Context: an optimization exercise on an open-source flow, tuned for small area, a short achievable clock period and few clock cycles per item. The choices shown serve that exercise and are no tape-out recipe.
RTL that was checked went through simulation tests only; none was proved equivalent to the original.
No functional check of the RTL was part of runs 3 to 5.
No activity file was given, so power comes from the tool's default toggle rates.

--- flow/config.mk ---
export PLATFORM = sky130hd
export DESIGN_NAME = muldiv
export DESIGN_NICKNAME = muldiv
export VERILOG_FILES = /design/flow/design.v
export SDC_FILE = /design/flow/constraint.sdc
export NUM_CORES = 4
export LEC_CHECK = 0
export CAP_MARGIN = 20
export CORE_MARGIN = 2
export CORE_UTILIZATION = 40
export PLACE_DENSITY = 0.6
export SETUP_SLACK_MARGIN = 5.0
export SLEW_MARGIN = 20
--- flow/constraint.sdc ---
create_clock -name core_clock -period 8.5 [get_ports {clk_i}]
set_input_delay 1.7000 -clock core_clock [delete_from_list [all_inputs] [get_ports {clk_i}]]
set_output_delay 1.7000 -clock core_clock [all_outputs]
set_load 0.01 [all_outputs]
--- flow/design.v ---
`timescale 1ns / 1ps 
`timescale 1ns / 1ps
 `timescale 1ns / 1ps 
module muldiv#(parameter XLEN = 32)
(
    input                   clk_i,
    input                   rst_i,
    input  [XLEN-1 : 0]     a_i,
    input  [XLEN-1 : 0]     b_i,
    input                   req_i,
    input  [ 2 : 0]         operation_sel_i,
    output [XLEN-1 : 0]     muldiv_result_o,
    output reg              ready_o
);
reg st_idle, st_mul, st_corr, st_norm, st_div, st_fix, st_done;
reg  [4:0]  cnt;       
reg  [32:0] acc_hi;    
reg  [31:0] acc_lo;    
reg  [32:0] opd;       
reg         corr;      
reg         negq;      
reg         negr;      
reg         is_rem, out_hi;
reg  [5:0]  la, lb;    
reg c_one1, c_two1, c_neg1, c_one2, c_two2, c_neg2;
reg c_z0, c_z1, c_cz, c_cin;
wire [2:0] op = operation_sel_i;
wire is_div  = op[2];
wire a_sgn   = (op == 3'd1) | (op == 3'd2) | (op == 3'd4) | (op == 3'd6);
wire b_sgn   = (op == 3'd1) | (op == 3'd4) | (op == 3'd6);
wire a_neg   = a_sgn & a_i[31];
wire b_neg   = b_sgn & b_i[31];
wire b_zero  = (b_i == 32'b0);
wire [36:0] m1x = {{4{opd[32]}}, opd};
wire [36:0] m2x = {{3{opd[32]}}, opd, 1'b0};
wire [36:0] pp1 = ({37{c_one1}} & m1x | {37{c_two1}} & m2x) ^ {37{c_neg1}};
wire [36:0] pp2 = ({37{c_one2}} & m1x | {37{c_two2}} & m2x) ^ {37{c_neg2}};
wire [36:0] row_x = {{4{acc_hi[32]}}, acc_hi};
wire [36:0] row_y = pp1;
wire [36:0] row_z = {pp2[34:0], c_z1, c_z0};
wire [36:0] csa_s = row_x ^ row_y ^ row_z;
wire [36:0] csa_c = {(row_x[35:0] & row_y[35:0]) | (row_x[35:0] & row_z[35:0]) |
                     (row_y[35:0] & row_z[35:0]), c_cz};
wire [37:0] tsum  = {csa_s, c_cin} + {csa_c, c_cin};
wire [36:0] T     = tsum[37:1];
wire        q_bit = ~T[36];
function [2:0] booth;
    input [2:0] x;
    booth = {x[2], x[1] ^ x[0], (x[2] & ~x[1] & ~x[0]) | (~x[2] & x[1] & x[0])};
endfunction
function [5:0] bitlen;
    input [31:0] x;
    integer i;
    begin
        bitlen = 6'd0;
        for (i = 0; i < 32; i = i + 1)
            if (x[i]) bitlen = i + 1;
    end
endfunction
wire [5:0]  nq = la - lb;                  
wire        q_zero = negq ? T[36] : nq[5];
wire [32:0] dnorm = opd << nq[4:0];
wire        last = (cnt == 5'd0);
wire start     = (st_idle | st_done) & req_i;
wire mul_end   = st_mul & last;
wire norm_end  = st_norm & q_zero;
wire div_end   = st_div & last;
wire fix_next  = (norm_end | div_end) & is_rem & negr;
wire done_next = (start & is_div & b_zero) | (mul_end & ~corr) | st_corr |
                 ((norm_end | div_end) & ~(is_rem & negr)) | st_fix;
always @(posedge clk_i)
begin
    if (rst_i) begin
        st_idle <= 1'b1;
        st_mul  <= 1'b0;
        st_corr <= 1'b0;
        st_norm <= 1'b0;
        st_div  <= 1'b0;
        st_fix  <= 1'b0;
        st_done <= 1'b0;
        ready_o <= 1'b0;
    end
    else begin
        st_idle <= (st_idle | st_done) & ~req_i;
        st_mul  <= (start & ~is_div) | (st_mul & ~last);
        st_corr <= mul_end & corr;
        st_norm <= start & is_div & ~b_zero;
        st_div  <= (st_norm & ~q_zero) | (st_div & ~last);
        st_fix  <= fix_next;
        st_done <= done_next;
        ready_o <= done_next;
    end
end
always @(posedge clk_i)
begin
    is_rem <= op[1];
    negq   <= (a_neg ^ b_neg) & ~b_zero & ~op[1];
    negr   <= a_neg & ~b_zero;
    corr   <= ~b_sgn & b_i[31] & (op[1:0] != 2'b00);
    out_hi <= is_div ? op[1] : (op[1:0] != 2'b00);
    la     <= bitlen(a_i ^ {32{a_neg}}) + {5'd0, a_neg};
    lb     <= bitlen(b_neg ? (~b_i | 32'd1) : b_i);
end
always @(posedge clk_i)
begin
    if (st_mul)
        acc_hi <= T[36:4];
    else if (st_corr | st_norm | (st_div & q_bit))
        acc_hi <= T[32:0];
    else if (st_fix)
        acc_hi <= ~T[32:0];             
    else if (!st_div)
        acc_hi <= is_div ? {1'b0, a_i ^ {32{a_neg & ~b_zero}}} : 33'b0;
    if (st_mul)
        acc_lo <= {T[3:0], acc_lo[31:4]};
    else if (st_div)
        acc_lo <= {acc_lo[30:0], q_bit ^ negq};
    else if (st_norm)
        acc_lo <= {32{negq & ~q_zero}};
    else
        acc_lo <= is_div ? 32'hffffffff : b_i;
    if (st_norm)
        opd <= dnorm;
    else if (st_div)
        opd <= {opd[32], opd[32:1]};
    else
        opd <= is_div ? {b_neg, b_i} : {a_neg, a_i};
    if (st_norm)
        cnt <= nq[4:0];
    else if (st_mul | st_div)
        cnt <= cnt - 5'd1;
    else
        cnt <= 5'd7;
end
always @(posedge clk_i)
begin
    {c_one1, c_two1, c_neg1, c_one2, c_two2, c_neg2} <= 6'b0;
    {c_z0, c_z1, c_cz, c_cin} <= 4'b0;
    if (st_idle | st_done) begin
        if (!is_div) begin
            {c_neg1, c_one1, c_two1} <= booth({b_i[1:0], 1'b0});
            {c_neg2, c_one2, c_two2} <= booth(b_i[3:1]);
            c_z0  <= b_i[1];
            c_z1  <= b_i[3];
            c_cz  <= b_i[3];
            c_cin <= b_i[3];
        end
        else begin
            c_one1 <= (a_neg ^ b_neg) & ~op[1];
            c_neg1 <= (a_neg ^ b_neg) & ~op[1] & ~b_neg;
            c_z0   <= (a_neg ^ b_neg) & ~op[1] & ~b_neg;
            c_cz   <= a_neg;
        end
    end
    else if (st_mul) begin
        if (!last) begin
            {c_neg1, c_one1, c_two1} <= booth(acc_lo[5:3]);
            {c_neg2, c_one2, c_two2} <= booth(acc_lo[7:5]);
            c_z0  <= acc_lo[5];
            c_z1  <= acc_lo[7];
            c_cz  <= acc_lo[7];
            c_cin <= acc_lo[7];
        end
        else
            c_one1 <= 1'b1;             
    end
    else if ((st_norm & ~q_zero) | (st_div & ~last)) begin
        c_one1 <= 1'b1;                 
        c_neg1 <= ~opd[32];
        c_z0   <= ~opd[32];
    end
    else if (st_norm | st_div)
        c_neg1 <= 1'b1;                 
end
assign muldiv_result_o = out_hi ? acc_hi[31:0] : acc_lo;
endmodule
--- flow/run.sh ---
#!/bin/bash
# synth_recipe.tcl (not shown) runs the flow's synth.tcl, then flattens the netlist and writes it again
# the make line also repeats each setting of config.mk as NAME=value (left out here)
make -C /OpenROAD-flow-scripts/flow DESIGN_CONFIG=/design/flow/config.mk WORK_HOME=/design/flow/orfs CLKGATE_MAP_FILE= SYNTH_SCRIPT=/design/flow/synth_recipe.tcl finish
==> notes.md, run 1 <==
Final hold vios: 0
CP Depth: 16
Antenna violations before repair: 0
WL/cell: 28.08 microns
Clock tree sinks: 135
Setup-failing EPs final: 0
Nets: 2151
Largest net degree at the start of global routing: 70
Status: finished clean
Mapped Area: 0.01452 sq mm
Syn Inst Count: 1857
Fin util: 55.71%
Slew margin rel.: 31.09%
DRC: 0
Crit path DAT: 4.50 ns
Top cells by area, synth: dfxtp_1, edfxtp_1, xnor2_1
Top_reg_cell synth: dfxtp_1
CP Capture Type: register
CTS tree: done
Sequential fraction of design power: 14.0%
Layout Skew: 0.01447 ns
Int Pwr: 3.898 mW
Clk root buf: clkbuf_16
Hold WC Path Type: register to register
Critical Path Most Common Cell: or4_4
Via count: 16650
Synth unique cells: 89
Crit-path slowest cell: fa_1
Clock transition at path regs: 0.07 ns
Post-synth EDFFs: 35
Fmax: 231.4 MHz
Number of CTS-inserted buffers: 17
Max cap viols: 0
Area delta synth->final: 36.80%
DR vias/cell: 6.734
Slew Viols, Final: 0
Inserted Diodes: 0
Most frequent cells after synthesis: nand2_1, nor2_1, clkbuf_1, a21oi_1, o21ai_0
GP Congestion: 0.9933
Post-route clock period utilization: 50.85%
WP data required: 8.68 ns
Site Rows: 69
Clk pwr share: 9.4%
Sequential fraction of the synthesis area: 21.02%
DIE AREA: 0.03784 sq mm
Initial core utilization: 40.73%
FFs w/ async S/R, synth: 0%
Critical path class: register to register
H-tree Lvls: 4
RSZ-0062 raised after global routing: true
Leak: 7.680 nW
Aggregate negative setup slack: 0 ns
Hold path cells: 1
Maximum vdd drop: 0.0002790 V
Power per cell area: 406.8 mW/mm^2
Gr usage total: 34.75%
Syn avg cell area: 7.820 sq um
First-pass GRT wire length: 99440 microns
Crit-path max FO: 8
1st-iter DRT viols: 2237
Sw frac: 51.77%
Syn. warnings: 1
Global route overflow: 0
Yosys reg bits: 135
Worst Tran Pin Value: 1.026 ns
Crit-path max cell delay: 0.50 ns
Fill count: 3118
CP bufs+invs: 3
Worst skew pair latency: 0.44 ns
Detailed Place HPWL: 44940 microns
Die W: 194.5 microns
CORE AREA: 0.03566 sq mm
Switching power: 4.183 mW
Total Routed Length: 69410 microns
Mapped Nets: 2010
Pre-antenna DRT Iters: 8
Crit path launch type: register
Dominant cell type by area after synthesis: dfxtp_1
Share of cells above drive strength 1: 27.50%
Hold buffers post-CTS: 0
I/O pin cnt: 103
Yosys top cell area share: 13.79%
DIE HEIGHT: 194.5 microns
ANT nets after route: 0
Vias in the first global route: 15600
Delay-heaviest family, CP: compound AO/OA/AOI/OAI gates
Count of input and output buffers: 102
Max Root-Sink Buffers: 2
CP Cell Sequence: buf_4 -> buf_16 -> a22oi_2 -> xnor2_2 -> fa_1 -> ha_4 -> o21a_2 -> o32ai_4 -> or4_4 -> o221ai_4 -> or4_4 -> buf_12 -> and3_4 -> o221ai_2 -> o211ai_1 -> o21ai_1
Comb pwr share: 76.6%
Tmin final: 4.322 ns
R2R cell count: 16
## logic make-up (layout without fill, tap and decap cells)
group / after synthesis / after routing / synth area share [%]
compound gates: 637 / 638 / 29.69
mux: 114 / 114 / 8.349
fa+ha+maj: 83 / 83 / 9.116
buf+inv: 222 / 366 / 6.255
flops: 135 / 135 / 21.02
xor+xnor: 140 / 140 / 8.444
simple gates: 526 / 535 / 17.12
## layout make-up
type	count	area (sq um)	area share (%)
Clock buffer	17	425.4	2.141
Clock inverter	15	158.9	0.7999
Inverter	55	209.0	1.052
Multi-Input combinational cell	1510	12360	62.23
Sequential cell	135	3112	15.66
Tap cell	461	576.8	2.904
Timing Repair Buffer	279	3022	15.21
## timing repair
item,4_1_cts,5_1_grt
setup buffers,111,30
setup endpoints to repair,148,121
resized for setup,335,116
cloned,21,5
pin swaps,110,93
## cells in the final DEF (no fill, tap or decap), types with 29 or more instances in the layout
cell,n
mux2i_1,65
nand2_1,153
a22oi_2,30
dfxtp_2,29
ha_4,29
o21ai_0,111
buf_4,107
edfxtp_1,35
dlygate4sd2_1,58
inv_1,49
nor2_1,157
mux2_2,46
dfxtp_1,65
a22oi_1,68
a21oi_1,114
fa_1,38
xnor2_1,98
## power groups by stage
stage / logic (mW) / clock network (mW) / registers, mW
2_1_floorplan: 3.16 / 0 / 0.970
3_5_place_dp: 4.27 / 0 / 1.13
4_1_cts: 5.47 / 0.758 / 1.11
6_report: 6.19 / 0.760 / 1.13
5_1_grt: 6.51 / 0.782 / 1.13
3_3_place_gp: 4.22 / 0 / 1.13
## worst paths after layout
path / end / start / slack [ns]
max reg2reg: acc_hi[8] / c_one1 / 4.18
max: acc_hi[8] / c_one1 / 4.18
min: st_corr / corr / 0.50
min reg2reg: st_corr / corr / 0.50
## state kept, by name (all words and copies together) (netlist names), 5 cells and up
register and count:
cnt 5, acc_hi 33, lb 6, opd 33
la 6, acc_lo 32
## layer usage
metal,track usage [%],routed length (microns)
met1,45.49,26760
met2,52.45,29210
met3,8.190,8372
met4,19.74,5069
met5,0,0
## worst reg2reg max path: cells and delay by family, from the launching register on
kind / cells / cell delay [ns]
xor gates and xnor gates: 1 / 0.17
AOI/OAI and AO/OA: 7 / 1.20
and+or+nand+nor: 3 / 1.04
adders and majority gates: 2 / 0.84
DFF: 1 / 0.37
buffers and inverters: 3 / 0.45
## through the flow
stage | cells | setup WS [ns] | area [sq um] | hold WS [ns] | power, mW
5_1_grt | 2472 | 4.087 | 19870 | 0.5151 | 8.430
2_1_floorplan | 1857 | 4.461 | 14950 | 0.4277 | 4.125
3_3_place_gp | 2273 | 3.111 | 15840 | 0.4518 | 5.355
4_1_cts | 2437 | 4.336 | 19020 | 0.4800 | 7.333
3_5_place_dp | 2273 | 3.028 | 15840 | 0.4576 | 5.402
6_report | 2472 | 4.178 | 19870 | 0.4986 | 8.081
Testbench counts, summed over its fixed seeds: cycles 30,115, ops 3,200.
==> run 2, diff against run 1 <==
--- a/flow/config.mk
+++ b/flow/config.mk
@@ -11,3 +11,3 @@
 export PLACE_DENSITY = 0.6
-export SETUP_SLACK_MARGIN = 5.0
+export SETUP_SLACK_MARGIN = 4.0
 export SLEW_MARGIN = 20
==> notes.md, run 2 <==
Fill count: 3530 (was 3118)
Top_reg_cell synth: dfxtp_1 (unchanged)
Clock tree sinks: 135 (unchanged)
CTS tree: done (unchanged)
Hold buffers post-CTS: 0 (unchanged)
Largest net degree at the start of global routing: 75 (was 70)
Mapped Nets: 2010 (unchanged)
Multiplexer share of the synthesized area: 8.349% (unchanged)
Initial core utilization: 40.73% (unchanged)
Total placed instance area: 0.01566 sq mm (was 0.01584 sq mm)
Aggregate negative setup slack: 0 ns (unchanged)
ANT nets after route: 0 (unchanged)
Maximum vdd drop: 0.0002047 V (was 0.0002790 V)
Gr usage total: 31.94% (was 34.75%)
Synth unique cells: 89 (unchanged)
Final hold vios: 0 (unchanged)
Detailed Place HPWL: 46640 microns (was 44940 microns)
Clock transition at path regs: 0.06 ns (was 0.07 ns)
Max cap viols: 0 (unchanged)
Sequential Area: 0.003075 sq mm (was 0.003112 sq mm)
H-tree Lvls: 4 (unchanged)
Hold WC Path Type: register to register (unchanged)
Reg-to-Reg End: acc_hi[22] (was acc_hi[8])
WHS Endpoint: st_fix (was st_corr)
CP Cell Sequence: clkdlybuf4s50_1 -> nand2_1 -> or4_1 -> o32ai_1 -> nand3_1 -> o211ai_1 -> a21oi_1 -> ha_1 -> o21ai_0 -> o2111ai_1 -> and3_1 (was buf_4 -> buf_16 -> a22oi_2 -> xnor2_2 -> fa_1 -> ha_4 -> o21a_2 -> o32ai_4 -> or4_4 -> o221ai_4 -> or4_4 -> buf_12 -> and3_4 -> o221ai_2 -> o211ai_1 -> o21ai_1)
Slew margin rel.: 36.98% (was 31.09%)
Yosys reg bits: 135 (unchanged)
GP Congestion: 1.031 (was 0.9933)
Most frequent cells after synthesis: nand2_1, nor2_1, clkbuf_1, a21oi_1, o21ai_0 (unchanged)
Worst Tran Pin Value: 0.9382 ns (was 1.026 ns)
Tmin final: 4.606 ns (was 4.322 ns)
Via count: 15490 (was 16650)
Area delta synth->final: 16.43% (was 36.80%)
XOR/XNOR Fraction of Synth Area: 8.444% (unchanged)
Dominant cell type by area after synthesis: dfxtp_1 (unchanged)
Vias in the first global route: 14140 (was 15600)
WL/cell: 26.94 microns (was 28.08 microns)
Complex-gate fraction of the synthesized area: 29.69% (unchanged)
Die W: 194.5 microns (unchanged)
Delay-heaviest family, CP: compound AO/OA/AOI/OAI gates (unchanged)
DRC: 0 (unchanged)
Antenna violations before repair: 3 (was 0)
Global route overflow: 0 (unchanged)
Leak: 6.340 nW (was 7.680 nW)
Sequential fraction of the synthesis area: 21.02% (unchanged)
Share of cells above drive strength 1: 11.96% (was 27.50%)
Setup slack, reg-to-reg: 4.11 ns (was 4.18 ns)
FFs w/ async S/R, synth: 0% (unchanged)
Nets: 2006 (was 2151)
CP Depth: 11 (was 16)
Biggest regs: acc_hi x33, opd x33, acc_lo x32 (unchanged)
Crit-path max cell delay: 0.89 ns (was 0.50 ns)
Critical path class: input pin to register (was register to register)
Most frequent cells in the layout: nand2_1, nor2_1, a21oi_1, o21ai_0, xnor2_1 (was nor2_1, nand2_1, a21oi_1, o21ai_0, buf_4)
Non-Filler Instances: 2327 (was 2472)
Crit path DAT: 4.94 ns (was 4.50 ns)
Pre-antenna DRT Iters: 6 (was 8)
Area of the multi-input gates: 0.01112 sq mm (was 0.01236 sq mm)
1st-iter DRT viols: 1996 (was 2237)
Largest family of logic cells by synthesized area: compound AO/OA/AOI/OAI gates (unchanged)
Power per cell area: 398.6 mW/mm^2 (was 406.8 mW/mm^2)
Total Routed Length: 62680 microns (was 69410 microns)
Post-Synth Simple-Gate Area: 17.12% (unchanged)
Post-synth EDFFs: 35 (unchanged)
Worst skew pair latency: 0.45 ns (was 0.44 ns)
I/O pin cnt: 103 (unchanged)
Status: finished clean (unchanged)
Crit-path max FO: 9 (was 8)
Hold path cells: 2 (was 1)
Placed insts: 2275 (was 2273)
Fmax: 217.1 MHz (was 231.4 MHz)
Crit path launch type: input pin (was register)
Setup-failing EPs final: 0 (unchanged)
Mapped Area: 0.01452 sq mm (unchanged)
CP Capture Type: register (unchanged)
CORE AREA: 0.03566 sq mm (unchanged)
DIE AREA: 0.03784 sq mm (unchanged)
DIE HEIGHT: 194.5 microns (unchanged)
DR vias/cell: 6.657 (was 6.734)
Max Root-Sink Buffers: 2 (unchanged)
RSZ-0062 raised after global routing: true (unchanged)
CP bufs+invs: 1 (was 3)
Clk root buf: clkbuf_16 (unchanged)
Syn avg cell area: 7.820 sq um (unchanged)
Slew Viols, Final: 0 (unchanged)
Layout Skew: 0.01615 ns (was 0.01447 ns)
Number of CTS-inserted buffers: 17 (unchanged)
Pre-CTS setup slack: 2.673 ns (was 3.028 ns)
Fin area: 0.01691 sq mm (was 0.01987 sq mm)
Site Rows: 69 (unchanged)
Syn. warnings: 1 (unchanged)
Synth Area in Adders: 9.116% (unchanged)
Crit-path slowest cell: clkdlybuf4s50_1 (was fa_1)
HP Start: negr (was corr)
Final setup margin: 3.894 ns (was 4.178 ns)
Top cells by area, synth: dfxtp_1, edfxtp_1, xnor2_1 (unchanged)
Count of input and output buffers: 102 (unchanged)
R2R Path Start: c_one1 (unchanged)
Post-route clock period utilization: 54.18% (was 50.85%)
WP data required: 8.84 ns (was 8.68 ns)
R2R cell count: 15 (was 16)
Syn Inst Count: 1857 (unchanged)
Yosys top cell area share: 13.79% (unchanged)
First-pass GRT wire length: 91110 microns (was 99440 microns)
## run 2: per-stage QoR
stage                     utilization (%)  hold slack (ns)  power, mW
after floorplan                         -           0.4277      4.004
after global placement              43.91           0.4508      5.417
after detailed placement            43.91           0.4471      5.421
after CTS                           46.29           0.4595      6.305
after global routing                47.41           0.5042      7.081
final                               47.42           0.4636      6.739
## run 2: repair_timing
action / in CTS / in global routing
buffers inserted: 4 / 8
cloned: 4 / 4
endpoints found under the setup margin: 110 / 104
pin swaps: 5 / 9
gates resized for setup: 44 / 65
## run 2: cell type report
class / instances / share of cell area [%]
multi-input cells: 1508 / 65.80
flip-flops and latches: 135 / 18.19
repair buffers: 136 / 8.037
well taps: 461 / 3.412
clock buffers: 20 / 2.768
inverters: 55 / 1.221
clock inverters: 11 / 0.5624
diodes: 1 / 0.01480
## run 2: routing by layer
layer | wire (microns) | share of wire (%) | track usage, %
met5 | 27 | 0.043 | 0
met2 | 26840 | 43 | 48.24
met3 | 6044 | 9.6 | 5.882
met4 | 3461 | 5.5 | 14.47
met1 | 26310 | 42 | 44.22
## run 2: worst reg2reg max path, stage by stage (launching register included)
cell       delay [ns]
dfxtp_1          0.35
buf_8            0.23
nand2_1          0.11
xor2_1           0.17
fa_1             0.54
inv_1            0.06
ha_1             0.29
a211o_1          0.36
a211oi_2         0.28
o21ai_2          0.17
o211a_1          0.33
o2111ai_4        0.44
nand3_4          0.30
a221oi_1         0.30
a211o_1          0.14
o21ai_0          0.07
## run 2: report_power, final
part	internal, mW	total (mW)	leakage [nW]	switching, mW
combinational	1.80	4.85	4.82	3.05
sequential	0.854	1.15	1.23	0.297
clock	0.425	0.734	0.286	0.309
total	3.08	6.74	6.34	3.65
## run 2: worst max-delay path by stage
stage,end,startpoint
2_1_floorplan,acc_hi[0],c_one2
3_3_place_gp,acc_hi[20],c_two1
3_5_place_dp,la[4],a_i[31]
4_1_cts,acc_hi[31],c_one2
5_1_grt,la[4],a_i[21]
6_report,la[4],a_i[21]
## run 2: logic make-up after synthesis
family                     Yosys count
buffers and inverters              222
adders and majority gates           83
xor gates and xnor gates           140
muxes                              114
and+or+nand+nor                    526
DFF                                135
AOI/OAI and AO/OA                  637
==> run 3, diff against run 2 <==
--- a/flow/design.v
+++ b/flow/design.v
@@ -59,3 +59,3 @@
 endfunction
-wire [5:0]  nq = la - lb;                  
+wire [5:0]  nq = la + {5'd0, negr} - lb;   
 wire        q_zero = negq ? T[36] : nq[5];
@@ -100,4 +100,4 @@
     out_hi <= is_div ? op[1] : (op[1:0] != 2'b00);
-    la     <= bitlen(a_i ^ {32{a_neg}}) + {5'd0, a_neg};
-    lb     <= bitlen(b_neg ? (~b_i | 32'd1) : b_i);
+    la     <= bitlen({a_i[31] & ~a_sgn, a_i[30:0] ^ a_i[31:1]});
+    lb     <= bitlen({b_i[31] & ~b_sgn, b_i[30:0] ^ b_i[31:1]} | 32'd1);
 end
==> notes.md, run 3 <==
Max Root-Sink Buffers: 2 (unchanged)
Crit-path slowest cell: fa_1 (was clkdlybuf4s50_1)
Inserted Diodes: 0 (was 1)
Biggest regs: acc_hi x33, opd x33, acc_lo x32 (unchanged)
Clock transition at path regs: 0.07 ns (was 0.06 ns)
Top cells by area, synth: dfxtp_1, edfxtp_1, xnor2_1 (unchanged)
Top_reg_cell synth: dfxtp_1 (unchanged)
Clk root buf: clkbuf_16 (unchanged)
Syn. warnings: 1 (unchanged)
GP Congestion: 0.9807 (was 1.031)
Setup-failing EPs final: 0 (unchanged)
Count of input and output buffers: 102 (unchanged)
Worst Tran Pin Value: 1.094 ns (was 0.9382 ns)
Mapped Nets: 1987 (was 2010)
Setup slack, reg-to-reg: 4.03 ns (was 4.11 ns)
Area of the multi-input gates: 0.01073 sq mm (was 0.01112 sq mm)
FFs w/ async S/R, synth: 0% (unchanged)
Crit-path max FO: 17 (was 9)
Sequential Area: 0.003085 sq mm (was 0.003075 sq mm)
CP Cell Sequence: buf_12 -> a22oi_2 -> xnor2_2 -> fa_1 -> ha_2 -> a211o_1 -> a31o_1 -> or4b_1 -> o21a_4 -> mux2_4 -> nor2_8 -> buf_12 -> nor2_4 -> a211o_1 (was clkdlybuf4s50_1 -> nand2_1 -> or4_1 -> o32ai_1 -> nand3_1 -> o211ai_1 -> a21oi_1 -> ha_1 -> o21ai_0 -> o2111ai_1 -> and3_1)
Final hold vios: 0 (unchanged)
Most frequent cells in the layout: nor2_1, nand2_1, o21ai_0, a21oi_1, xnor2_1 (was nand2_1, nor2_1, a21oi_1, o21ai_0, xnor2_1)
Total placed instance area: 0.01556 sq mm (was 0.01566 sq mm)
Share of cells above drive strength 1: 12.47% (was 11.96%)
DR vias/cell: 6.410 (was 6.657)
Crit-path max cell delay: 0.58 ns (was 0.89 ns)
Crit path launch type: register (was input pin)
Crit path DAT: 4.64 ns (was 4.94 ns)
Sequential fraction of the synthesis area: 21.34% (was 21.02%)
Detailed Place HPWL: 44790 microns (was 46640 microns)
Worst skew pair latency: 0.45 ns (about the same)
Total Routed Length: 60310 microns (was 62680 microns)
Largest family of logic cells by synthesized area: compound AO/OA/AOI/OAI gates (unchanged)
Number of CTS-inserted buffers: 17 (unchanged)
H-tree Lvls: 4 (unchanged)
Most frequent cells after synthesis: nor2_1, nand2_1, o21ai_0, a21oi_1 (was nand2_1, nor2_1, clkbuf_1, a21oi_1, o21ai_0)
Mapped Area: 0.01430 sq mm (was 0.01452 sq mm)
CTS tree: done (unchanged)
Clock tree sinks: 135 (unchanged)
Delay-heaviest family, CP: compound AO/OA/AOI/OAI gates (unchanged)
Gr usage total: 31.79% (was 31.94%)
CORE AREA: 0.03540 sq mm (was 0.03566 sq mm)
Hold Slack: 0.4801 ns (was 0.4636 ns)
Largest net degree at the start of global routing: 73 (was 75)
Die W: 193.1 microns (was 194.5 microns)
WL/cell: 26.08 microns (was 26.94 microns)
Max cap viols: 0 (unchanged)
Syn avg cell area: 7.890 sq um (was 7.820 sq um)
I/O pin cnt: 103 (unchanged)
Hold buffers post-CTS: 0 (unchanged)
Status: finished clean (unchanged)
Vias in the first global route: 13710 (was 14140)
1st-iter DRT viols: 1814 (was 1996)
Leak: 6.730 nW (was 6.340 nW)
Nets: 2013 (was 2006)
Power, Total: 6.528 mW (was 6.739 mW)
Fin util: 47.74% (was 47.42%)
Pre-antenna DRT Iters: 5 (was 6)
Area delta synth->final: 18.13% (was 16.43%)
Site Rows: 69 (unchanged)
Tmin final: 4.467 ns (was 4.606 ns)
Commonest non-fill, non-tap cell in the layout: nor2_1
Aggregate negative setup slack: 0 ns (unchanged)
Hold WC Path Type: register to register (unchanged)
Maximum vdd drop: 0.0001877 V (was 0.0002047 V)
Yosys top cell area share: 14.00% (was 13.79%)
Fmax: 223.9 MHz (was 217.1 MHz)
First-pass GRT wire length: 87110 microns (was 91110 microns)
Fin area: 0.01690 sq mm (was 0.01691 sq mm)
Complex-gate fraction of the synthesized area: 26.16% (was 29.69%)
Slew margin rel.: 26.78% (was 36.98%)
Fill count: 3457 (was 3530)
Dominant cell type by area after synthesis: dfxtp_1 (unchanged)
ANT nets after route: 0 (unchanged)
Via count: 14830 (was 15490)
Multiplexer share of the synthesized area: 10.25% (was 8.349%)
DIE AREA: 0.03729 sq mm (was 0.03784 sq mm)
Power per cell area: 386.3 mW/mm^2 (was 398.6 mW/mm^2)
DRC: 0 (unchanged)
WP data required: 8.68 ns (was 8.84 ns)
Synth Area in Adders: 11.09% (was 9.116%)
Syn Inst Count: 1813 (was 1857)
Post-synth EDFFs: 35 (unchanged)
Post-Synth Simple-Gate Area: 15.11% (was 17.12%)
Most frequent cell after synthesis: nor2_1
CP Capture Type: register (unchanged)
Antenna violations before repair: 1 (was 3)
Initial core utilization: 40.41% (was 40.73%)
Global route overflow: 0 (unchanged)
Post-route clock period utilization: 52.55% (was 54.18%)
Synth unique cells: 86 (was 89)
Layout Skew: 0.01372 ns (was 0.01615 ns)
XOR/XNOR Fraction of Synth Area: 9.736% (was 8.444%)
DIE HEIGHT: 193.1 microns (was 194.5 microns)
Critical path class: register to register (was input pin to register)
Slew Viols, Final: 0 (unchanged)
Yosys reg bits: 135 (unchanged)
CP bufs+invs: 2 (was 1)
RSZ-0062 raised after global routing: true (unchanged)
run 3: cell types whose count changed in the layout (fill, tap and decap cells not counted), sizes merged, moves of 13 or more:
| cell | previous run | this run |
|---|---|---|
| buf | 34 | 47 |
| xor2 | 25 | 40 |
| ha | 45 | 66 |
| mux2i | 66 | 82 |
| nand2 | 160 | 145 |
| inv | 58 | 85 |
run 3: area by class of cell:
type / count / share of cell area, %
Clock buffer: 19 / 2.814
Clock inverter: 13 / 0.8441
Inverter: 84 / 1.866
Multi-Input combinational cell: 1451 / 63.52
Sequential cell: 135 / 18.26
Tap cell: 461 / 3.414
Timing Repair Buffer: 150 / 9.278
run 3: worst paths after layout:
path,from,endpoint,cells after the start
max,c_two2,acc_hi[32],14
max reg2reg,c_two2,acc_hi[32],14
min reg2reg,acc_lo[0],acc_lo[1],2
min,acc_lo[0],acc_lo[1],2
run 3: metal layers:
| layer | global-route usage, % | vias to the layer above | wire length, microns | share of wire (%) |
|---|---|---|---|---|
| met5 | 0 | - | 13 | 0.022 |
| li1 | - | 6634 | - | - |
| met3 | 5.719 | 154 | 6081 | 10 |
| met2 | 45.88 | 872 | 25030 | 42 |
| met1 | 45.25 | 7164 | 25820 | 43 |
| met4 | 15.88 | 2 | 3368 | 5.6 |
run 3: through the flow:
step / worst slack (ns) / cells
2_1_floorplan: 3.702 / 1813
3_3_place_gp: 3.258 / 2252
3_5_place_dp: 3.099 / 2252
4_1_cts: 3.975 / 2305
5_1_grt: 3.930 / 2313
6_report: 4.033 / 2313
run 3: kinds of logic (layout without fill, tap and decap cells):
family | after synthesis | in the layout
AOI/OAI and AO/OA | 576 | 577
xor gates and xnor gates | 159 | 159
adders and majority gates | 104 | 104
buffers and inverters | 230 | 266
DFF | 135 | 135
muxes | 135 | 135
and+or+nand+nor | 474 | 476
run 3: power by group:
| group | leakage [nW] | switching (mW) | total (mW) | internal [mW] |
|---|---|---|---|---|
| Clock | 0.294 | 0.333 | 0.802 | 0.469 |
| Combinational | 5.20 | 2.88 | 4.59 | 1.71 |
| Sequential | 1.24 | 0.283 | 1.13 | 0.848 |
run 3: tightest hold or removal path: cells and delay by family (launching register included):
family / cells / cell delay [ns]
DFF: 1 / 0.33
AOI/OAI and AO/OA: 2 / 0.12
run 3: timing repair:
action                     in CTS  in global routing
cloned                          3                  2
pin swaps                       7                  5
gates resized for setup        27                 62
setup buffers                  18                  6
setup endpoints to repair     102                 94
==> run 4, diff against run 3 <==
--- a/flow/design.v
+++ b/flow/design.v
@@ -14,3 +14,3 @@
 );
-reg st_idle, st_mul, st_corr, st_norm, st_div, st_fix, st_done;
+reg st_idle, st_mul, st_corr, st_norm, st_div, st_rcor, st_fix, st_done;
 reg  [4:0]  cnt;       
@@ -45,3 +45,3 @@
 wire [36:0] T     = tsum[37:1];
-wire        q_bit = ~T[36];
+wire        t_neg = T[36];
 function [2:0] booth;
@@ -60,3 +60,3 @@
 wire [5:0]  nq = la + {5'd0, negr} - lb;   
-wire        q_zero = negq ? T[36] : nq[5];
+wire        q_zero = negq ? t_neg : nq[5];
 wire [32:0] dnorm = opd << nq[4:0];
@@ -67,5 +67,7 @@
 wire div_end   = st_div & last;
-wire fix_next  = (norm_end | div_end) & is_rem & negr;
+wire rcor_next = div_end & is_rem & t_neg;
+wire fix_next  = (norm_end | (div_end & ~(is_rem & t_neg)) | st_rcor) & is_rem & negr;
 wire done_next = (start & is_div & b_zero) | (mul_end & ~corr) | st_corr |
-                 ((norm_end | div_end) & ~(is_rem & negr)) | st_fix;
+                 ((norm_end | (div_end & ~(is_rem & t_neg)) | st_rcor) &
+                  ~(is_rem & negr)) | st_fix;
 always @(posedge clk_i)
@@ -78,2 +80,3 @@
         st_div  <= 1'b0;
+        st_rcor <= 1'b0;
         st_fix  <= 1'b0;
@@ -88,2 +91,3 @@
         st_div  <= (st_norm & ~q_zero) | (st_div & ~last);
+        st_rcor <= rcor_next;
         st_fix  <= fix_next;
@@ -99,3 +103,3 @@
     corr   <= ~b_sgn & b_i[31] & (op[1:0] != 2'b00);
-    out_hi <= is_div ? op[1] : (op[1:0] != 2'b00);
+    out_hi <= st_fix ? 1'b0 : is_div ? op[1] : (op[1:0] != 2'b00);
     la     <= bitlen({a_i[31] & ~a_sgn, a_i[30:0] ^ a_i[31:1]});
@@ -107,7 +111,5 @@
         acc_hi <= T[36:4];
-    else if (st_corr | st_norm | (st_div & q_bit))
+    else if (st_corr | st_norm | st_div | st_rcor)
         acc_hi <= T[32:0];
-    else if (st_fix)
-        acc_hi <= ~T[32:0];             
-    else if (!st_div)
+    else
         acc_hi <= is_div ? {1'b0, a_i ^ {32{a_neg & ~b_zero}}} : 33'b0;
@@ -116,5 +118,7 @@
     else if (st_div)
-        acc_lo <= {acc_lo[30:0], q_bit ^ negq};
+        acc_lo <= {acc_lo[30:0], ~t_neg ^ negq};
     else if (st_norm)
         acc_lo <= {32{negq & ~q_zero}};
+    else if (st_fix)
+        acc_lo <= ~T[31:0];             
     else
@@ -123,4 +127,6 @@
         opd <= dnorm;
-    else if (st_div)
+    else if (st_div & ~last)
         opd <= {opd[32], opd[32:1]};
+    else if (st_div | st_rcor)
+        opd <= opd;
     else
@@ -166,3 +172,3 @@
     end
-    else if ((st_norm & ~q_zero) | (st_div & ~last)) begin
+    else if (st_norm & ~q_zero) begin
         c_one1 <= 1'b1;                 
@@ -171,3 +177,8 @@
     end
-    else if (st_norm | st_div)
+    else if ((st_div & ~last) | rcor_next) begin
+        c_one1 <= 1'b1;                 
+        c_neg1 <= t_neg ~^ opd[32];
+        c_z0   <= t_neg ~^ opd[32];
+    end
+    else if (st_norm | st_div | st_rcor)
         c_neg1 <= 1'b1;                 
--- a/flow/config.mk
+++ b/flow/config.mk
@@ -11,3 +11,3 @@
 export PLACE_DENSITY = 0.6
-export SETUP_SLACK_MARGIN = 4.0
+export SETUP_SLACK_MARGIN = 4.5
 export SLEW_MARGIN = 20
==> notes.md, run 4 <==
Status: finished clean (unchanged)
Final hold vios: 0 (unchanged)
Yosys top cell area share: 14.28% (was 14.00%)
Number of CTS-inserted buffers: 17 (unchanged)
ANT nets after route: 0 (unchanged)
Detailed Place HPWL: 44160 microns (was 44790 microns)
Top cells by area, synth: dfxtp_1, edfxtp_1, xnor2_1 (unchanged)
Global route overflow: 0 (unchanged)
Sequential fraction of the synthesis area: 21.14% (was 21.34%)
Final setup margin: 4.165 ns (was 4.033 ns)
Yosys reg bits: 136 (was 135)
Nets: 2097 (was 2013)
CP Cell Sequence: a22oi_2 -> xnor2_1 -> fa_1 -> ha_1 -> o211ai_1 -> o211ai_2 -> nand4_4 -> a2111oi_4 -> o21ai_2 -> o221ai_4 -> o31ai_4 -> buf_6 -> bufbuf_16 -> o22ai_1 -> o21ai_1 (was buf_12 -> a22oi_2 -> xnor2_2 -> fa_1 -> ha_2 -> a211o_1 -> a31o_1 -> or4b_1 -> o21a_4 -> mux2_4 -> nor2_8 -> buf_12 -> nor2_4 -> a211o_1)
Crit-path max FO: 13 (was 17)
Worst Tran Pin Value: 1.196 ns (was 1.094 ns)
Inserted Diodes: 0 (unchanged)
Tmin final: 4.335 ns (was 4.467 ns)
CP Depth: 15 (was 14)
Initial core utilization: 40.60% (was 40.41%)
I/O pin cnt: 103 (unchanged)
Gr usage total: 31.47% (was 31.79%)
Mapped Area: 0.01444 sq mm (was 0.01430 sq mm)
Commonest non-fill, non-tap cell in the layout: nand2_1 (was nor2_1)
Most frequent cells after synthesis: nand2_1, nor2_1, a21oi_1, o21ai_0, clkbuf_1 (was nor2_1, nand2_1, o21ai_0, a21oi_1)
Switching power: 3.940 mW (was 3.498 mW)
Sequential fraction of design power: 13.7% (was 17.3%)
Hold WC Path Type: register to register (unchanged)
Crit-path slowest cell: edfxtp_1 (was fa_1)
Maximum vdd drop: 0.0003014 V (was 0.0001877 V)
Clock transition at path regs: 0.07 ns (about the same)
Most frequent cells in the layout: nand2_1, nor2_1, a21oi_1, o21ai_0, buf_4 (was nor2_1, nand2_1, o21ai_0, a21oi_1, xnor2_1)
FFs w/ async S/R, synth: 0% (unchanged)
Pre-antenna DRT Iters: 6 (was 5)
R2R Path Start: opd[3] (was c_two2)
DR vias/cell: 6.494 (was 6.410)
Fmax: 230.7 MHz (was 223.9 MHz)
CORE AREA: 0.03557 sq mm (was 0.03540 sq mm)
WP data required: 8.80 ns (was 8.68 ns)
CTS tree: done (unchanged)
Mapped Nets: 2002 (was 1987)
Syn. warnings: 1 (unchanged)
Layout Skew: 0.01342 ns (was 0.01372 ns)
Slew margin rel.: 19.76% (was 26.78%)
Hold buffers post-CTS: 0 (unchanged)
Leak: 6.995 nW (was 6.730 nW)
Delay-heaviest family, CP: compound AO/OA/AOI/OAI gates (unchanged)
Reg-to-Reg End: acc_lo[30] (was acc_hi[32])
Share of cells above drive strength 1: 18.21% (was 12.47%)
Area delta synth->final: 23.83% (was 18.13%)
Most frequent cell after synthesis: nand2_1 (was nor2_1)
Max Root-Sink Buffers: 2 (unchanged)
Clk root buf: clkbuf_16 (unchanged)
Setup-failing EPs final: 0 (unchanged)
Top_reg_cell synth: dfxtp_1 (unchanged)
Syn avg cell area: 7.891 sq um (was 7.890 sq um)
Clk pwr share: 9.9% (was 12.3%)
Dominant cell type by area after synthesis: dfxtp_1 (unchanged)
Site Rows: 69 (unchanged)
CP bufs+invs: 2 (unchanged)
Comb pwr share: 76.4% (was 70.4%)
RSZ-0062 raised after global routing: true (unchanged)
Aggregate negative setup slack: 0 ns (unchanged)
Vias in the first global route: 14460 (was 13710)
DIE AREA: 0.03764 sq mm (was 0.03729 sq mm)
Power per cell area: 420.0 mW/mm^2 (was 386.3 mW/mm^2)
H-tree Lvls: 4 (unchanged)
Critical path startpoint: opd[3] (was c_two2)
Sw frac: 52.46% (was 53.59%)
Post-route clock period utilization: 51.00% (was 52.55%)
Via count: 15580 (was 14830)
Fin util: 50.27% (was 47.74%)
Int Pwr: 3.570 mW (was 3.030 mW)
Max cap viols: 0 (unchanged)
R2R cell count: 15 (was 14)
Syn Inst Count: 1830 (was 1813)
GP Congestion: 1.027 (was 0.9807)
WL/cell: 25.86 microns (was 26.08 microns)
Crit-path max cell delay: 0.50 ns (was 0.58 ns)
Fill count: 3402 (was 3457)
DIE HEIGHT: 194.0 microns (was 193.1 microns)
Worst skew pair latency: 0.44 ns (was 0.45 ns)
First-pass GRT wire length: 90410 microns (was 87110 microns)
Count of input and output buffers: 102 (unchanged)
Largest net degree at the start of global routing: 80 (was 73)
Pre-CTS setup slack: 2.931 ns (was 3.099 ns)
Post-synth EDFFs: 33 (was 35)
CP Capture Type: register (unchanged)
Critical path class: register to register (unchanged)
Biggest regs: acc_hi x33, opd x33, acc_lo x32 (unchanged)
HP Start: corr (was acc_lo[0])
Synth unique cells: 81 (was 86)
Crit path DAT: 4.64 ns (about the same)
Total Routed Length: 62040 microns (was 60310 microns)
DRC: 0 (unchanged)
WHS Endpoint: st_corr (was acc_lo[1])
1st-iter DRT viols: 2117 (was 1814)
Die W: 194.0 microns (was 193.1 microns)
Hold Slack: 0.4679 ns (was 0.4801 ns)
Crit path launch type: register (unchanged)
Antenna violations before repair: 1 (unchanged)
Setup slack, reg-to-reg: 4.17 ns (was 4.03 ns)
Clock tree sinks: 136 (was 135)
Slew Viols, Final: 0 (unchanged)
Hold path cells: 1 (was 2)
## run 4: changes by cell type after synthesis, sizes merged, moves of 15 or more
cell / change
a211oi: +25
a221oi: +23
a22oi: -38
nor3: +15
nor2: -32
mux2i: -18
## run 4: repair_timing
| item | in CTS | in global routing |
|---|---|---|
| endpoints found under the hold margin | 0 | 0 |
| buffers inserted | 68 | 34 |
| gates resized for setup | 85 | 92 |
| endpoints found under the setup margin | 104 | 69 |
| pin swaps | 9 | 34 |
| cloned | 2 | 0 |
## run 4: area by class of cell
| type | count | area (sq um) | share of cell area, % |
|---|---|---|---|
| Sequential cell | 136 | 3085 | 17.25 |
| Clock inverter | 11 | 88.84 | 0.4968 |
| Tap cell | 461 | 576.8 | 3.226 |
| Inverter | 85 | 321.6 | 1.798 |
| Multi-Input combinational cell | 1460 | 11150 | 62.38 |
| Timing Repair Buffer | 225 | 2173 | 12.15 |
| Clock buffer | 21 | 481.7 | 2.694 |
## run 4: logic make-up (layout without fill, tap and decap cells)
kind of cell             count (synthesis)  after routing  share of synthesized area [%]
AO/OA/AOI/OAI                          627            627                          28.82
multiplexers                           114            114                          8.569
adder cells (fa/ha/maj)                102            102                          10.81
flip-flops                             136            136                          21.14
XOR/XNOR                               153            153                          9.279
AND/OR/NAND/NOR                        464            464                          14.64
buffers and inverters                  234            342                          6.741
## run 4: worst max-delay path by stage
stage                             to  slack, ns
after floorplan            acc_lo[1]       4.48
after global placement    acc_lo[25]       2.95
after detailed placement  acc_lo[25]       2.93
after CTS                 acc_lo[29]       4.29
after global routing      acc_lo[29]       4.10
final                     acc_lo[30]       4.17
## run 4: layer usage
layer  share of wire [%]  GRT usage [%]
met1                  40          42.33
met2                  43          46.70
met3                  11          6.592
met4                 6.7          17.90
met5               0.026              0
## run 4: power groups by stage
stage,clock network [mW],registers (mW),logic [mW]
after floorplan,0,0.940,3.36
after global placement,0,1.11,4.52
after detailed placement,0,1.11,4.54
after CTS,0.742,1.03,5.09
after global routing,0.764,1.04,6.09
final,0.743,1.03,5.74
## run 4: per-stage QoR
step                      area [sq um]  total power, mW  std cells
after floorplan                  14460            4.295       1830
after global placement           15570            5.636       2263
after detailed placement         15580            5.652       2263
after CTS                        17170            6.865       2365
after global routing             17880            7.898       2399
final                            17880            7.510       2399
==> run 5, diff against run 4 <==
--- a/flow/config.mk
+++ b/flow/config.mk
@@ -11,3 +11,3 @@
 export PLACE_DENSITY = 0.6
-export SETUP_SLACK_MARGIN = 4.5
+export SETUP_SLACK_MARGIN = 4.2
 export SLEW_MARGIN = 20
==> notes.md, run 5 <==
Share of cells above drive strength 1: 15.04% (was 18.21%)
DIE HEIGHT: 194.0 microns (unchanged)
Final setup margin: 4.096 ns (was 4.165 ns)
Max cap viols: 0 (unchanged)
Slew Viols, Final: 0 (unchanged)
R2R Path Start: opd[0] (was opd[3])
WP data required: 8.80 ns (about the same)
Detailed Place HPWL: 44070 microns (was 44160 microns)
Hold Slack: 0.4568 ns (was 0.4679 ns)
Leak: 6.702 nW (was 6.995 nW)
Yosys top cell area share: 14.28% (unchanged)
Crit-path max FO: 27 (was 13)
Syn Inst Count: 1830 (unchanged)
Commonest non-fill, non-tap cell in the layout: nand2_1 (unchanged)
Gr usage total: 30.86% (was 31.47%)
Synth unique cells: 81 (unchanged)
Clk root buf: clkbuf_16 (unchanged)
Most frequent cells after synthesis: nand2_1, nor2_1, a21oi_1, o21ai_0, clkbuf_1 (unchanged)
Pre-antenna DRT Iters: 7 (was 6)
Worst Tran Pin Value: 1.049 ns (was 1.196 ns)
Site Rows: 69 (unchanged)
Critical path startpoint: opd[0] (was opd[3])
Fmax: 227.1 MHz (was 230.7 MHz)
Met3 usage: 6.784% (was 6.592%)
DR vias/cell: 6.489 (was 6.494)
Most used routing layer: met2 (unchanged)
Mapped Nets: 2002 (unchanged)
Fin util: 48.89% (was 50.27%)
Top cells by area, synth: dfxtp_1, edfxtp_1, xnor2_1 (unchanged)
Sw frac: 52.87% (was 52.46%)
Final hold vios: 0 (unchanged)
ANT nets after route: 0 (unchanged)
Layout Skew: 0.01882 ns (was 0.01342 ns)
Worst skew pair latency: 0.46 ns (was 0.44 ns)
Mapped Area: 0.01444 sq mm (unchanged)
Maximum vdd drop: 0.0002785 V (was 0.0003014 V)
Vias in the first global route: 14210 (was 14460)
Sequential fraction of design power: 14.4% (was 13.7%)
Area delta synth->final: 20.41% (was 23.83%)
Int Pwr: 3.407 mW (was 3.570 mW)
Critical path class: register to register (unchanged)
FFs w/ async S/R, synth: 0% (unchanged)
Crit-path max cell delay: 0.56 ns (was 0.50 ns)
Met1 GRT Util: 41.63% (was 42.33%)
Status: finished clean (unchanged)
Number of CTS-inserted buffers: 17 (unchanged)
CP Cell Sequence: buf_6 -> a22oi_2 -> xnor2_1 -> fa_1 -> ha_4 -> o211ai_1 -> o211ai_2 -> nand4_4 -> a2111oi_4 -> o21ai_2 -> o221ai_4 -> o31ai_4 -> buf_12 -> a311oi_1 -> o31ai_1 (was a22oi_2 -> xnor2_1 -> fa_1 -> ha_1 -> o211ai_1 -> o211ai_2 -> nand4_4 -> a2111oi_4 -> o21ai_2 -> o221ai_4 -> o31ai_4 -> buf_6 -> bufbuf_16 -> o22ai_1 -> o21ai_1)
Comb pwr share: 74.0% (was 76.4%)
GP Congestion: 1.008 (was 1.027)
Top_reg_cell synth: dfxtp_1 (unchanged)
CTS tree: done (unchanged)
Sequential fraction of the synthesis area: 21.14% (unchanged)
Fin area: 0.01739 sq mm (was 0.01788 sq mm)
Total placed instance area: 0.01555 sq mm (was 0.01558 sq mm)
Initial core utilization: 40.60% (unchanged)
CP Capture Type: register (unchanged)
Max Root-Sink Buffers: 2 (unchanged)
Power per cell area: 415.7 mW/mm^2 (was 420.0 mW/mm^2)
Nets: 2054 (was 2097)
Aggregate negative setup slack: 0 ns (unchanged)
Dominant cell type by area after synthesis: dfxtp_1 (unchanged)
Slew margin rel.: 30.09% (was 19.76%)
First-pass GRT wire length: 88340 microns (was 90410 microns)
Count of input and output buffers: 102 (unchanged)
I/O pin cnt: 103 (unchanged)
Power, Total: 7.228 mW (was 7.510 mW)
HP Start: corr (unchanged)
Syn. warnings: 1 (unchanged)
Hold WC Path Type: register to register (unchanged)
Clk pwr share: 11.6% (was 9.9%)
Tmin final: 4.404 ns (was 4.335 ns)
Total Routed Length: 60540 microns (was 62040 microns)
Syn avg cell area: 7.891 sq um (unchanged)
Antenna violations before repair: 0 (was 1)
Crit path launch type: register (unchanged)
Pre-CTS setup slack: 3.011 ns (was 2.931 ns)
1st-iter DRT viols: 2127 (was 2117)
Switching power: 3.822 mW (was 3.940 mW)
Inserted Diodes: 0 (unchanged)
Clock tree sinks: 136 (unchanged)
RSZ-0062 raised after global routing: true (unchanged)
Non-Filler Instances: 2356 (was 2399)
Hold buffers post-CTS: 0 (unchanged)
H-tree Lvls: 4 (unchanged)
Via count: 15290 (was 15580)
Routing usage on met2: 46.69% (was 46.70%)
Crit-path slowest cell: edfxtp_1 (unchanged)
DIE AREA: 0.03764 sq mm (unchanged)
Post-synth EDFFs: 33 (unchanged)
Post-route clock period utilization: 51.81% (was 51.00%)
Clock transition at path regs: 0.08 ns (was 0.07 ns)
Global route overflow: 0 (unchanged)
WL/cell: 25.69 microns (was 25.86 microns)
Yosys reg bits: 136 (unchanged)
DRC: 0 (unchanged)
Biggest regs: acc_hi x33, opd x33, acc_lo x32 (unchanged)
Most frequent cell after synthesis: nand2_1 (unchanged)
Placed insts: 2261 (was 2263)
Die W: 194.0 microns (unchanged)
Crit path DAT: 4.70 ns (was 4.64 ns)
Largest net degree at the start of global routing: 91 (was 80)
CORE AREA: 0.03557 sq mm (unchanged)
Setup-failing EPs final: 0 (unchanged)
Most frequent cells in the layout: nand2_1, nor2_1, a21oi_1, o21ai_0, clkdlybuf4s50_1 (was nand2_1, nor2_1, a21oi_1, o21ai_0, buf_4)
-- run 5: layout make-up --
cell class,count,area [sq um]
Clock buffer,19,475.5
Clock inverter,13,168.9
Fill cell,3492,18180
Inverter,85,322.8
Multi-Input combinational cell,1460,10980
Sequential cell,136,3083
Tap cell,461,576.8
Timing Repair Buffer,182,1780
-- run 5: metal layers --
layer	part of all wire, %	vias to the layer above
li1	-	6816
met1	41	7332
met2	43	959
met3	11	181
met4	5.3	0
met5	0	-
-- run 5: what timing repair did --
action                     CTS  global route
setup endpoints to repair   68            71
resized for setup           44            84
pin swaps                    7            29
setup buffers               32            31
-- run 5: logic make-up after synthesis --
family	count (synthesis)	share of synthesized area, %
AO/OA/AOI/OAI	627	28.82
XOR/XNOR	153	9.279
adder cells (fa/ha/maj)	102	10.81
buffers and inverters	234	6.741
flip-flops	136	21.14
multiplexers	114	8.569
AND/OR/NAND/NOR	464	14.64
-- run 5: power by group through the flow --
stage / sequential [mW] / combinational [mW] / clock (mW)
detailed placement: 1.10 / 4.55 / 0
global placement: 1.10 / 4.53 / 0
global route: 1.05 / 5.73 / 0.865
finish: 1.04 / 5.35 / 0.839
floorplan: 0.940 / 3.35 / 0
CTS: 1.05 / 4.82 / 0.839
-- run 5: final timing paths --
kind / to / slack (ns) / cells after the start
min reg2reg: st_corr / 0.46 / 1
max: acc_lo[27] / 4.10 / 15
max reg2reg: acc_lo[27] / 4.10 / 15
min: st_corr / 0.46 / 1
-- run 5: critical path, delay by kind of cell (launching register included) --
kind	cells	cell delay, ns
AND/OR/NAND/NOR	1	0.27
flip-flops	1	0.56
adder cells (fa/ha/maj)	2	0.80
AO/OA/AOI/OAI	9	2.03
XOR/XNOR	1	0.16
buffers and inverters	2	0.42
==> run 6, diff against run 5 <==
--- a/flow/design.v
+++ b/flow/design.v
@@ -129,5 +129,3 @@
         opd <= {opd[32], opd[32:1]};
-    else if (st_div | st_rcor)
-        opd <= opd;
-    else
+    else                                 
         opd <= is_div ? {b_neg, b_i} : {a_neg, a_i};
--- a/flow/config.mk
+++ b/flow/config.mk
@@ -9,4 +9,4 @@
 export CORE_MARGIN = 2
-export CORE_UTILIZATION = 40
-export PLACE_DENSITY = 0.6
+export CORE_UTILIZATION = 55
+export PLACE_DENSITY = 0.75
 export SETUP_SLACK_MARGIN = 4.2
==> notes.md, run 6 <==
Status: finished clean (unchanged)
FFs w/ async S/R, synth: 0% (unchanged)
Max Root-Sink Buffers: 2 (unchanged)
Via count: 15060 (was 15290)
Fmax: 229.0 MHz (was 227.1 MHz)
Critical path class: register to register (unchanged)
Dominant cell type by area after synthesis: dfxtp_1 (unchanged)
Gr usage total: 40.82% (was 30.86%)
Antenna violations before repair: 1 (was 0)
ANT nets after route: 0 (unchanged)
Syn. warnings: 1 (unchanged)
Vias in the first global route: 13340 (was 14210)
Worst skew pair latency: 0.44 ns (was 0.46 ns)
Die W: 162.0 microns (was 194.0 microns)
Crit path DAT: 4.69 ns (was 4.70 ns)
Final hold vios: 0 (unchanged)
GP Congestion: 1.023 (was 1.008)
Crit path launch type: register (unchanged)
Slew Viols, Final: 0 (unchanged)
Total Routed Length: 56030 microns (was 60540 microns)
Slew margin rel.: 30.33% (was 30.09%)
Post-route clock period utilization: 51.37% (was 51.81%)
Top_reg_cell synth: dfxtp_1 (unchanged)
Crit-path max FO: 17 (was 27)
Clk root buf: clkbuf_16 (unchanged)
Tmin final: 4.366 ns (was 4.404 ns)
Share of cells above drive strength 1: 12.32% (was 15.04%)
Yosys reg bits: 136 (unchanged)
I/O pin cnt: 103 (unchanged)
Crit-path max cell delay: 0.49 ns (was 0.56 ns)
Leak: 6.458 nW (was 6.702 nW)
Power, Total: 7.267 mW (was 7.228 mW)
Layout Skew: 0.01401 ns (was 0.01882 ns)
Fin area: 0.01616 sq mm (was 0.01739 sq mm)
Total placed instance area: 0.01479 sq mm (was 0.01555 sq mm)
Number of CTS-inserted buffers: 17 (unchanged)
Clock transition at path regs: 0.07 ns (was 0.08 ns)
Hold WC Path Type: register to register (unchanged)
1st-iter DRT viols: 2441 (was 2127)
R2R cell count: 16 (was 15)
CP Capture Type: register (unchanged)
Syn avg cell area: 7.589 sq um (was 7.891 sq um)
Post-synth EDFFs: 2 (was 33)
Most frequent cells after synthesis: nand2_1, o21ai_0, dfxtp_1, nor2_1, a21oi_1 (was nand2_1, nor2_1, a21oi_1, o21ai_0, clkbuf_1)
Setup-failing EPs final: 0 (unchanged)
Worst Tran Pin Value: 1.045 ns (was 1.049 ns)
First-pass GRT wire length: 80960 microns (was 88340 microns)
Site Rows: 57 (was 69)
Top cells by area, synth: dfxtp_1, xnor2_1, ha_1 (was dfxtp_1, edfxtp_1, xnor2_1)
Area delta synth->final: 17.66% (was 20.41%)
Most frequent cell after synthesis: nand2_1 (unchanged)
Commonest non-fill, non-tap cell in the layout: nand2_1 (unchanged)
Biggest regs: acc_hi x33, opd x33, acc_lo x32 (unchanged)
CP Cell Sequence: buf_12 -> a22oi_2 -> xor2_1 -> fa_1 -> inv_1 -> ha_1 -> o21ai_0 -> o211ai_1 -> a32oi_2 -> o31ai_4 -> buf_4 -> xor2_1 -> a21oi_1 -> a211o_1 -> o211ai_1 -> nand2_1 (was buf_6 -> a22oi_2 -> xnor2_1 -> fa_1 -> ha_4 -> o211ai_1 -> o211ai_2 -> nand4_4 -> a2111oi_4 -> o21ai_2 -> o221ai_4 -> o31ai_4 -> buf_12 -> a311oi_1 -> o31ai_1)
Count of input and output buffers: 102 (unchanged)
Hold path cells: 2 (was 1)
Power per cell area: 449.7 mW/mm^2 (was 415.7 mW/mm^2)
Mapped Area: 0.01374 sq mm (was 0.01444 sq mm)
Final setup margin: 4.134 ns (was 4.096 ns)
DIE HEIGHT: 162.0 microns (was 194.0 microns)
DIE AREA: 0.02625 sq mm (was 0.03764 sq mm)
Sequential fraction of the synthesis area: 19.97% (was 21.14%)
Mapped Nets: 1982 (was 2002)
Initial core utilization: 56.31% (was 40.60%)
WL/cell: 25.77 microns (was 25.69 microns)
Global route overflow: 0 (unchanged)
H-tree Lvls: 4 (unchanged)
Pre-antenna DRT Iters: 9 (was 7)
Largest net degree at the start of global routing: 99 (was 91)
DR vias/cell: 6.927 (was 6.489)
Clock tree sinks: 136 (unchanged)
Max cap viols: 0 (unchanged)
RSZ-0062 raised after global routing: true (unchanged)
Most frequent cells in the layout: nand2_1, o21ai_0, nor2_1, a21oi_1 (was nand2_1, nor2_1, a21oi_1, o21ai_0, clkdlybuf4s50_1)
Aggregate negative setup slack: 0 ns (unchanged)
DRC: 0 (unchanged)
Synth unique cells: 76 (was 81)
Yosys top cell area share: 19.53% (was 14.28%)
Syn Inst Count: 1810 (was 1830)
Inserted Diodes: 0 (unchanged)
Non-Filler Instances: 2174 (was 2356)
WP data required: 8.83 ns (was 8.80 ns)
Detailed Place HPWL: 41450 microns (was 44070 microns)
Pre-CTS setup slack: 3.455 ns (was 3.011 ns)
CORE AREA: 0.02439 sq mm (was 0.03557 sq mm)
Placed insts: 2110 (was 2261)
Nets: 2009 (was 2054)
Maximum vdd drop: 0.0003706 V (was 0.0002785 V)
Crit-path slowest cell: fa_1 (was edfxtp_1)
CTS tree: done (unchanged)
-- run 6: metrics by stage --
stage                     utilization [%]  hold slack (ns)
final                               66.26           0.4703
after global routing                66.26           0.4955
after global placement              60.62           0.4374
after CTS                           64.00           0.4560
after floorplan                         -           0.4247
after detailed placement            60.62           0.4429
-- run 6: power breakdown --
part	internal, mW	total [mW]	switching (mW)
sequential	0.803	1.07	0.271
clock	0.421	0.765	0.344
combinational	2.02	5.43	3.41
total	3.25	7.27	4.02
-- run 6: routing by layer --
layer	GRT usage, %	up-vias	part of all wire [%]
met1	56.92	7112	40
met5	0	-	0.023
met3	9.985	214	13
met2	60.35	1136	42
met4	16.89	2	5.5
li1	-	6596	-
-- run 6: area by class of cell --
cell class	instances	area, sq um
clock inverter	15	172.7
timing repair buffer	153	1540
multi-input combinational	1435	10470
inverter	94	352.8
clock buffer	17	425.4
fill	2129	8229
sequential	136	2793
tap	324	405.4
-- run 6: final timing paths --
| kind | from | endpoint | slack, ns |
|---|---|---|---|
| worst max-delay path | c_one1 | acc_lo[18] | 4.13 |
| worst min-delay path | corr | st_corr | 0.47 |
| worst min register to register | corr | st_corr | 0.47 |
| worst max register to register | c_one1 | acc_lo[18] | 4.13 |
-- run 6: logic make-up after synthesis --
group	synth area share (%)
and+or+nand+nor	15.78
DFF	19.97
xor gates and xnor gates	10.32
muxes	8.034
adders and majority gates	11.37
buffers and inverters	6.722
AOI/OAI and AO/OA	27.81
-- run 6: repair_timing --
action                                  4_1_cts  5_1_grt
hold buffers                                  0        0
endpoints found under the setup margin       68       59
pin swaps                                     8       23
cloned                                        1        2
resized for setup                            33       80
buffers inserted                              9       20
-- run 6: critical path, delay by kind of cell, from the launching register on --
family	cells	cell delay (ns)
compound gates	8	2.07
xor+xnor	2	0.55
fa+ha+maj	2	0.84
buf+inv	3	0.38
flops	1	0.37
simple gates	1	0.07
Testbench counts of run 6, summed over its fixed seeds: cycles 30,308, ops 3,200.
==> run 7, diff against run 6 <==
--- a/flow/config.mk
+++ b/flow/config.mk
@@ -11,3 +11,3 @@
 export PLACE_DENSITY = 0.75
-export SETUP_SLACK_MARGIN = 4.2
+export SETUP_SLACK_MARGIN = 4.4
 export SLEW_MARGIN = 20
==> notes.md, run 7 <==
Syn Inst Count: 1810 (unchanged)
Top cells by area, synth: dfxtp_1, xnor2_1, ha_1 (unchanged)
DIE AREA: 0.02625 sq mm (unchanged)
Commonest non-fill, non-tap cell in the layout: nand2_1 (unchanged)
Top_reg_cell synth: dfxtp_1 (unchanged)
Pre-CTS setup slack: 3.455 ns (unchanged)
Fill count: 2037 (was 2129)
Crit path launch type: register (unchanged)
Dominant cell type by area after synthesis: dfxtp_1 (unchanged)
WHS Endpoint: st_corr (unchanged)
Layout Skew: 0.01574 ns (was 0.01401 ns)
Site Rows: 57 (unchanged)
Hold Slack: 0.4663 ns (was 0.4703 ns)
FFs w/ async S/R, synth: 0% (unchanged)
ANT nets after route: 0 (unchanged)
Mapped Area: 0.01374 sq mm (unchanged)
Synth unique cells: 76 (unchanged)
Crit-path slowest cell: fa_1 (unchanged)
Non-Filler Instances: 2196 (was 2174)
Most frequent cells after synthesis: nand2_1, o21ai_0, dfxtp_1, nor2_1, a21oi_1 (unchanged)
Power, Total: 7.960 mW (was 7.267 mW)
DRC: 0 (unchanged)
Via count: 15310 (was 15060)
Fin util: 69.01% (was 66.26%)
Worst skew pair latency: 0.45 ns (was 0.44 ns)
Pre-antenna DRT Iters: 7 (was 9)
Crit-path max FO: 7 (was 17)
Critical path class: register to register (unchanged)
Max cap viols: 0 (unchanged)
Hold buffers post-CTS: 0 (unchanged)
Hold path cells: 2 (unchanged)
Slew Viols, Final: 0 (unchanged)
CP Cell Sequence: buf_6 -> buf_4 -> a22oi_1 -> xnor2_1 -> fa_1 -> ha_4 -> a21oi_1 -> o21ai_0 -> a311o_1 -> nand2_1 -> nor3b_2 -> o31ai_1 -> a21oi_1 -> xor2_1 -> o22ai_1 -> mux2_2 (was buf_12 -> a22oi_2 -> xor2_1 -> fa_1 -> inv_1 -> ha_1 -> o21ai_0 -> o211ai_1 -> a32oi_2 -> o31ai_4 -> buf_4 -> xor2_1 -> a21oi_1 -> a211o_1 -> o211ai_1 -> nand2_1)
Antenna violations before repair: 1 (unchanged)
DIE HEIGHT: 162.0 microns (unchanged)
RSZ-0062 raised after global routing: true (unchanged)
Post-route clock period utilization: 48.81% (was 51.37%)
Fmax: 241.0 MHz (was 229.0 MHz)
Met2 WL: 24180 microns (was 23480 microns)
Setup-failing EPs final: 0 (unchanged)
Final setup margin: 4.351 ns (was 4.134 ns)
Biggest regs: acc_hi x33, opd x33, acc_lo x32 (unchanged)
Total placed instance area: 0.01479 sq mm (unchanged)
Yosys top cell area share: 19.53% (unchanged)
Most frequent cell after synthesis: nand2_1 (unchanged)
H-tree Lvls: 4 (unchanged)
Maximum vdd drop: 0.0004662 V (was 0.0003706 V)
Max Root-Sink Buffers: 2 (unchanged)
Power per cell area: 472.9 mW/mm^2 (was 449.7 mW/mm^2)
Worst Tran Pin Value: 1.136 ns (was 1.045 ns)
WL/cell: 26.43 microns (was 25.77 microns)
Fin area: 0.01683 sq mm (was 0.01616 sq mm)
R2R cell count: 16 (unchanged)
I/O pin cnt: 103 (unchanged)
Leak: 6.696 nW (was 6.458 nW)
Post-synth EDFFs: 2 (unchanged)
Clock tree sinks: 136 (unchanged)
Status: finished clean (unchanged)
Initial core utilization: 56.31% (unchanged)
Global route overflow: 0 (unchanged)
Gr usage total: 41.11% (was 40.82%)
Most frequent cells in the layout: nand2_1, o21ai_0, nor2_1, a21oi_1, dfxtp_1 (was nand2_1, o21ai_0, nor2_1, a21oi_1)
Clock transition at path regs: 0.07 ns (about the same)
Critical Path Most Common Cell: a21oi_1
CORE AREA: 0.02439 sq mm (unchanged)
Largest net degree at the start of global routing: 99 (unchanged)
R2R Path Start: c_one2 (was c_one1)
Crit path DAT: 4.47 ns (was 4.69 ns)
Count of input and output buffers: 102 (unchanged)
Inserted Diodes: 0 (unchanged)
Tmin final: 4.149 ns (was 4.366 ns)
WL met1: 22520 microns (was 22210 microns)
Met3 WL: 7656 microns (was 7278 microns)
Mapped Nets: 1982 (unchanged)
Total Routed Length: 58030 microns (was 56030 microns)
Share of cells above drive strength 1: 16.72% (was 12.32%)
Sequential fraction of the synthesis area: 19.97% (unchanged)
Hold WC Path Type: register to register (unchanged)
Vias in the first global route: 13480 (was 13340)
Syn. warnings: 1 (unchanged)
Yosys reg bits: 136 (unchanged)
Setup slack, reg-to-reg: 4.35 ns (was 4.13 ns)
Detailed Place HPWL: 41450 microns (unchanged)
First-pass GRT wire length: 81590 microns (was 80960 microns)
WP data required: 8.83 ns (about the same)
Final hold vios: 0 (unchanged)
Aggregate negative setup slack: 0 ns (unchanged)
Area delta synth->final: 22.55% (was 17.66%)
DR vias/cell: 6.970 (was 6.927)
Placed insts: 2110 (unchanged)
Nets: 2031 (was 2009)
HP Start: corr (unchanged)
CTS tree: done (unchanged)
Max layer used: met5 (unchanged)
Die W: 162.0 microns (unchanged)
Number of CTS-inserted buffers: 17 (unchanged)
Clk root buf: clkbuf_16 (unchanged)
GP Congestion: 1.023 (unchanged)
Syn avg cell area: 7.589 sq um (unchanged)
Reg-to-Reg End: acc_hi[31] (was acc_lo[18])
Crit-path max cell delay: 0.49 ns (about the same)
CP Capture Type: register (unchanged)
Slew margin rel.: 24.24% (was 30.33%)
1st-iter DRT viols: 2566 (was 2441)
## run 7: cell counts after synthesis
Identical to the previous run, type by type.
## run 7: worst max path at each step
stage / start / end / slack, ns
floorplan: c_neg1 / acc_hi[21] / 4.47
global placement: c_neg1 / c_z0 / 3.52
detailed placement: c_one2 / c_z0 / 3.45
CTS: c_one1 / acc_hi[24] / 4.39
global route: c_one1 / acc_lo[28] / 4.23
finish: c_one2 / acc_hi[31] / 4.35
## run 7: routing by layer
layer,global-route usage (%),vias to the layer above
li1,-,6645
met1,57.17,7261
met2,61.03,1156
met3,9.934,243
met4,17.10,2
met5,0,-
## run 7: logic make-up after synthesis
logic type / count (synthesis) / synth area share [%]
AO/OA/AOI/OAI: 587 / 27.81
XOR/XNOR: 161 / 10.32
adder cells (fa/ha/maj): 102 / 11.37
buffers and inverters: 240 / 6.722
flip-flops: 136 / 19.97
multiplexers: 100 / 8.034
AND/OR/NAND/NOR: 484 / 15.78
## run 7: layout make-up
cell class | count | area, sq um | area share, %
Clock buffer | 17 | 425.4 | 2.527
Clock inverter | 15 | 172.7 | 1.026
Inverter | 94 | 352.8 | 2.096
Multi-Input combinational cell | 1436 | 10920 | 64.90
Sequential cell | 136 | 2803 | 16.65
Tap cell | 324 | 405.4 | 2.408
Timing Repair Buffer | 174 | 1749 | 10.39
## run 7: timing repair
item	in CTS	in global routing
resized for setup	71	143
setup buffers	15	32
cloned	1	6
endpoints found under the setup margin	71	60
pin swaps	13	65
## run 7: worst max-delay path, delay by kind of cell (launching register included)
family          cells  cell delay [ns]
xor+xnor            2             0.51
buf+inv             2             0.27
simple gates        2             0.38
flops               1             0.38
fa+ha+maj           2             0.76
mux                 1             0.29
compound gates      7             1.44
## run 7: where the power goes
group / internal, mW / switching [mW]
Clock: 0.421 / 0.349
Sequential: 0.804 / 0.274
Combinational: 2.42 / 3.69

Re-timed with assumed drivers on the ports (clkbuf_16 on the clock, buf_2 on other inputs), run 7 has 4.351 ns of setup slack against 4.351 ns with ideal ports, and 3.943 ns once port delays also move by the mid clock arrival of 0.489 ns.
